This is an optimization exercise on Yosys and OpenROAD, whose aim is small area, a short achievable clock period and few clock cycles, not a production implementation.
At most, simulation tests tie the RTL to the original design; equivalence was not proved.
Power figures rest on the tool's default switching activity, not on a simulated workload.

==> flow/design.v (excerpt) <==
module cpu_hazard(input wire clk,
           input wire rst,
           input wire enable,
           input wire start,
           output wire d_we,
           output wire [7:0] i_addr,
           output wire [7:0] d_addr,
           input  wire [15:0] i_datain,
           input  wire [15:0] d_datain,
           output wire [15:0] d_dataout,
           output wire busy
    );
    function automatic [8:0] add8(input [7:0] x, input [7:0] y, input ci);
      reg [7:0] p, g, pp, gg;
      integer d, i;
      begin
        p = x ^ y;
        g = x & y;
        gg = g;
        pp = p;
        gg[0] = g[0] | (p[0] & ci);
        for (d = 1; d < 8; d = d * 2)
          for (i = 7; i >= d; i = i - 1)
          begin
            gg[i] = gg[i] | (pp[i] & gg[i - d]);
            pp[i] = pp[i] & pp[i - d];
          end
        add8 = {gg[7], p ^ {gg[6:0], ci}};
      end
    endfunction
    function automatic [7:0] inc8(input [7:0] x);
      integer i;
      reg c;
      begin
        c = 1'b1;
        for (i = 0; i < 8; i = i + 1)
        begin
          inc8[i] = x[i] ^ c;
          c = c & x[i];
        end
      end
    endfunction
    function automatic [15:0] rev16(input [15:0] x);
      integer i;
      for (i = 0; i < 16; i = i + 1) rev16[i] = x[15 - i];
    endfunction
    reg state;
    reg [7:0] pc;
    reg [15:0] gr [0:7];
    reg zf, nf, cf;
    reg [15:0] ex_a;           
    reg [15:0] ex_b;           
    reg [3:0]  ex_sh;          
    reg [2:0]  ex_rd;          
    reg        ex_wr;          
    reg        ex_load;
    reg        ex_store;
    reg        ex_flags;       
    reg        ex_sub;         
    reg        ex_cin;         
    reg        ex_sra;         
  ...
export LEC_CHECK = 0
export CAP_MARGIN = 20
export CORE_MARGIN = 2
export CORE_UTILIZATION = 40
export SETUP_SLACK_MARGIN = 2.5
export SLEW_MARGIN = 20
create_clock -name core_clock -period 6.0 [get_ports {clk}]
run.sh (not shown) runs the stock make flow with config.mk's settings and CLKGATE_MAP_FILE= SYNTH_SCRIPT=/design/flow/synth_recipe.tcl, a recipe that flattens the netlist after the stock synthesis.
Then changed:
--- a/flow/design.v
+++ b/flow/design.v
@@ -53,26 +53,28 @@
     reg [15:0] ex_b;           
     reg [3:0]  ex_sh;          
     reg [2:0]  ex_rd;          
     reg        ex_wr;          
     reg        ex_load;
     reg        ex_store;
     reg        ex_flags;       
     reg        ex_sub;         
-    reg        ex_cin;         
+    reg        ex_addc;
+    reg        ex_subc;
     reg        ex_sra;         
     reg        ex_s_add, ex_s_and, ex_s_or, ex_s_xor, ex_s_shr, ex_s_shl;
     assign i_addr = pc;
     assign busy = state;
     wire ex = state & enable;
-    wire cin = ex_cin;
-    wire [15:0] ap = ex_a ^ ex_b;
-    wire [15:0] ag = ex_a & ex_b;
-    wire [15:0] ao = ex_a | ex_b;
+    wire cin = ex_sub ? ~(ex_subc & cf) : (ex_addc & cf);
+    wire [15:0] y = ex_sub ? ~ex_b : ex_b;
+    wire [15:0] ap = ex_a ^ y;
+    wire [15:0] ag = ex_a & y;
+    wire [15:0] ao = ex_a | y;
     reg [15:0] kg, kp;
     integer d, i;
     always @(*)
     begin
       kg = ag;
       kp = ap;
       kg[0] = ag[0] | (ap[0] & cin);
       for (d = 1; d < 16; d = d * 2)
@@ -82,19 +84,20 @@
           kp[i] = kp[i] & kp[i - d];
         end
     end
     wire [15:0] sum = ap ^ {kg[14:0], cin};
     wire alu_cf = ex_sub ? ~kg[15] : kg[15];
     wire alu_zf = (ap == {ao[14:0], cin});
     wire alu_nf = sum[15];
     wire [31:0] shr = {{16{ex_sra & ex_a[15]}}, ex_a} >> ex_sh;
-    wire [15:0] wd = ({16{ex_s_add}} & sum) | ({16{ex_s_and}} & ag) | ({16{ex_s_or}} & ao)
-                   | ({16{ex_s_xor}} & ap) | ({16{ex_s_shr}} & shr[15:0])
-                   | ({16{ex_s_shl}} & rev16(shr[15:0])) | ({16{ex_load}} & d_datain);
+    wire [15:0] res = ({16{ex_s_add}} & sum) | ({16{ex_s_and}} & ag) | ({16{ex_s_or}} & ao)
+                    | ({16{ex_s_xor}} & ap) | ({16{ex_s_shr}} & shr[15:0])
+                    | ({16{ex_s_shl}} & rev16(shr[15:0]));
+    wire [15:0] wd = ex_load ? d_datain : res;
     wire [8:0] d_sum = add8(ex_a[7:0], {4'b0, ex_sh}, 1'b0);
     assign d_addr = d_sum[7:0];
     assign d_dataout = ex_b;
     assign d_we = ex_store;
     wire zf_n = ex_flags ? alu_zf : zf;
     wire nf_n = ex_flags ? alu_nf : nf;
     wire cf_n = ex_flags ? alu_cf : cf;
     always @(posedge clk or negedge rst)
@@ -191,21 +194,22 @@
         ex_store <= go && op_store;
         ex_flags <= go && op_arith;
       end
     end
     always @(posedge clk)
     begin
       ex_rd <= rd;
       ex_sub <= op_sub;
-      ex_cin <= op_sub ? ~(op_subc & cf_n) : (op_addc & cf_n);
+      ex_addc <= op_addc;
+      ex_subc <= op_subc;
       ex_sra <= op_sra;
       ex_s_add <= op_arith;
       ex_s_and <= op_and;
       ex_s_or <= op_or;
       ex_s_xor <= op_xor;
       ex_s_shr <= op_srl || op_sra;
       ex_s_shl <= op_shl;
       ex_sh <= imm4;
       ex_a <= a_is_rd ? v_rd : op_shl ? rev16(v_r1) : v_r1;
-      ex_b <= {16{op_sub}} ^ (op_ldih ? {imm8, 8'b0} : op_imm ? {8'b0, imm8} : op_store ? v_rd : v_r2);
+      ex_b <= op_ldih ? {imm8, 8'b0} : op_imm ? {8'b0, imm8} : op_store ? v_rd : v_r2;
     end
 endmodule
The changed run produced a clean layout; total power falls by 0.37%; cell count grows by 0.45%; clock skew is about the same; clock power is about the same; die area came out lower by 0.57%; core utilization came out higher by 0.90 points; sequential power is about the same; via count is higher by 3.6%; synthesized area shrinks by 0.59%; non-clock buffer count drops by 5; routed wire length rose by 5.6%.
Function was not checked in any run of this note: the RTL went through the layout flow alone.

---

Another version of the RTL of cpu_hazard (not shown whole).
Size: ~200 flip-flops, roughly 70 I/O pins, roughly 14000 sq um of cells after synthesis.
Settings: LEC_CHECK=0, CAP_MARGIN=20, CORE_MARGIN=2, CORE_UTILIZATION=40, SETUP_SLACK_MARGIN=2.5, SLEW_MARGIN=20; clock period 6.0 ns.
standard.sh (not shown) runs the stock make flow with config.mk's settings and CLKGATE_MAP_FILE= SYNTH_SCRIPT=/design/flow/synth_recipe.tcl, a recipe that flattens the netlist after the stock synthesis.
==> flow/flow/run.sh <==
#!/bin/bash
# Layout flow: the standard ORFS flow (standard synthesis, floorplan, power grid,
# placement, CTS, routing) with two changes to how the resizer works:
#  - ports are buffered with a plain buffer (buf_4) instead of the delay cell the
#    platform picks by default;
#  - the resizer may change a cell to any equivalent cell, not only one with the
#    same footprint (MATCH_CELL_FOOTPRINT=0).
# ORFS writes each step's full log under orfs/logs; make's own output goes to flow.log.
set -euo pipefail
bash standard.sh MATCH_CELL_FOOTPRINT=0 "BUFFER_PORTS_ARGS=-buffer_cell sky130_fd_sc_hd__buf_4" finish > flow.log 2>&1
Next try:
--- a/flow/design.v
+++ b/flow/design.v
@@ -48,14 +48,13 @@
     reg [15:0] gr [0:7];       
     reg [7:0]  vld;            
     reg zf, nf, cf;
     reg [15:0] ex_a;           
     reg [15:0] ex_b;           
     reg [3:0]  ex_sh;          
-    reg [2:0]  ex_rd;          
-    reg        ex_wr;          
+    reg [7:0]  ex_wsel;        
     reg        ex_load;
     reg        ex_store;
     reg        ex_flags;       
     reg        ex_sub;         
     reg        ex_cin;         
     reg        ex_sra;         
@@ -108,21 +107,23 @@
       begin
         zf <= zf_n;
         nf <= nf_n;
         cf <= cf_n;
       end
     end
+    integer k;
     always @(posedge clk)
     begin
-      if (ex_wr)
-        gr[ex_rd] <= wd;
+      for (k = 0; k < 8; k = k + 1)
+        if (ex_wsel[k])
+          gr[k] <= wd;
     end
     always @(posedge clk or negedge rst)
     begin
       if (!rst) vld <= 8'b0;
-      else if (ex_wr) vld[ex_rd] <= 1'b1;
+      else vld <= vld | ex_wsel;
     end
     wire [4:0] op = i_datain[15:11];
     wire [2:0] rd = i_datain[10:8];
     wire [2:0] r1 = i_datain[6:4];
     wire [2:0] r2 = i_datain[2:0];
     wire [7:0] imm8 = i_datain[7:0];
@@ -145,28 +146,44 @@
     wire op_br    = (op[4:3] == 2'b11) && !op_jump;   
     wire op_arith = (op == 5'b01000) || (op == 5'b01001) || (op == 5'b01010) || (op == 5'b01011) || (op == 5'b01100)
                  || (op == 5'b10000) || (op == 5'b10001) || (op == 5'b10010);
     wire wr_reg   = op_load || op_shl || op_srl || op_sra || op_and || op_or || op_xor
                  || (op_arith && op != 5'b01100);
     wire a_is_rd  = op_imm || op_ldih;
-    wire [15:0] g_rd = gr[rd] & {16{vld[rd]}};
-    wire [15:0] g_r1 = gr[r1] & {16{vld[r1]}};
-    wire [15:0] g_r2 = gr[r2] & {16{vld[r2]}};
-    wire f_rd = ex_wr && (ex_rd == rd);
-    wire f_r1 = ex_wr && (ex_rd == r1);
-    wire f_r2 = ex_wr && (ex_rd == r2);
-    wire a_fwd = a_is_rd ? f_rd : f_r1;
-    wire [15:0] a_reg = a_is_rd ? g_rd : g_r1;
-    wire [15:0] a_next = a_fwd ? wd : a_reg;
+    wire [7:0] o_rd = 8'd1 << rd;
+    wire [7:0] o_r1 = 8'd1 << r1;
+    wire [7:0] o_r2 = 8'd1 << r2;
+    wire [7:0] s_a = a_is_rd ? o_rd : o_r1;
     wire b_imm = op_ldih || op_imm;
-    wire b_fwd = !b_imm && (op_store ? f_rd : f_r2);
-    wire [15:0] b_reg = {16{op_sub}} ^ (op_ldih ? {imm8, 8'b0} : op_imm ? {8'b0, imm8} : op_store ? g_rd : g_r2);
+    wire [7:0] s_b = b_imm ? 8'b0 : op_store ? o_rd : o_r2;
+    wire [7:0] e_a = s_a & vld;
+    wire [7:0] e_b = s_b & vld;
+    wire [7:0] e_t = o_rd & vld;
+    reg [15:0] g_a, g_b;
+    reg [7:0] g_t;
+    integer m;
+    always @(*)
+    begin
+      g_a = 16'b0;
+      g_b = 16'b0;
+      g_t = 8'b0;
+      for (m = 0; m < 8; m = m + 1)
+      begin
+        g_a = g_a | (gr[m] & {16{e_a[m]}});
+        g_b = g_b | (gr[m] & {16{e_b[m]}});
+        g_t = g_t | (gr[m][7:0] & {8{e_t[m]}});
+      end
+    end
+    wire a_fwd = |(s_a & ex_wsel);
+    wire [15:0] a_next = a_fwd ? wd : g_a;
+    wire b_fwd = |(s_b & ex_wsel);
+    wire [15:0] b_reg = {16{op_sub}} ^ (g_b | ({16{op_ldih}} & {imm8, 8'b0}) | ({16{op_imm}} & {8'b0, imm8}));
     wire [15:0] b_wd = {16{op_sub}} ^ wd;
     wire [15:0] b_next = b_fwd ? b_wd : b_reg;
-    wire br_stall = op_br && ex_wr && (ex_rd == rd);
-    wire [7:0] target = add8(g_rd[7:0], imm8);
+    wire br_stall = op_br && |(o_rd & ex_wsel);
+    wire [7:0] target = add8(g_t, imm8);
     wire taken = (op == 5'b11001) || ((op == 5'b11010) && zf_n) || ((op == 5'b11011) && !zf_n)
               || ((op == 5'b11100) && nf_n) || ((op == 5'b11101) && !nf_n)
               || ((op == 5'b11110) && cf_n) || ((op == 5'b11111) && !cf_n);
     wire go = ex && !br_stall;      
     always @(posedge clk or negedge rst)
     begin
@@ -182,28 +199,27 @@
       else pc <= take ? target : pc_seq;
     end
     always @(posedge clk or negedge rst)
     begin
       if (!rst)
       begin
-        ex_wr <= 1'b0;
+        ex_wsel <= 8'b0;
         ex_load <= 1'b0;
         ex_store <= 1'b0;
         ex_flags <= 1'b0;
       end
       else
       begin
-        ex_wr <= go && wr_reg;
+        ex_wsel <= (go && wr_reg) ? o_rd : 8'b0;
         ex_load <= go && op_load;
         ex_store <= go && op_store;
         ex_flags <= go && op_arith;
       end
     end
     always @(posedge clk)
     begin
-      ex_rd <= rd;
       ex_sub <= op_sub;
       ex_cin <= op_sub ? ~(op_subc & cf_n) : (op_addc & cf_n);
       ex_sra <= op_sra;
       ex_s_add <= op_arith;
       ex_s_and <= op_and;
       ex_s_or <= op_or;
The new run ran to the end with no violations.
Final area decreases by 6.0%.
Fmax decreases by 1.6%.
Setup slack gets worse by 57 ps.
Hold slack is worse by 20 ps.
Die area is lower by about 8%.
Via count grows by 3.4%.
Testbench counts after the change, summed over its fixed seeds: cycles 82,400.
For the first run of this note, only the layout was checked, not whether the RTL still works.

port drivers added, routing unchanged:
How much do the figures lean on ideal ports? The routed layouts below were timed once more, with nothing changed but the port constraints. Step 1, drivers: a clkbuf_16 drives clk and a buf_2 each remaining input, both assumed. Step 2 adds t to the input delays and takes it off the output delays; t is the mean of the earliest and latest rising clock arrival at the registers after step 1. Input paths then give back, and output paths get back, about the clock's delay inside the block. Slacks: ideal ports / drivers / drivers and shift; pairs: ideal ports / drivers.
run	t (ns)	setup WS [ns]	worst data-port slew with drivers (ns)
the first run of note 1	0.509	2.458 / 2.458 / 1.978	0.05
the second run of note 1	0.504	2.391 / 2.391 / 2.062	0.06
the first run of note 2	0.493	2.482 / 2.422 / 1.929	0.20
the second run of note 2	0.561	2.425 / 2.377 / 2.041	0.05
After both steps every run listed still meets setup and hold. For the first run of note 2, which loses most, drivers alone change the setup slack by -0.060 ns; drivers and shift together by -0.553 ns.
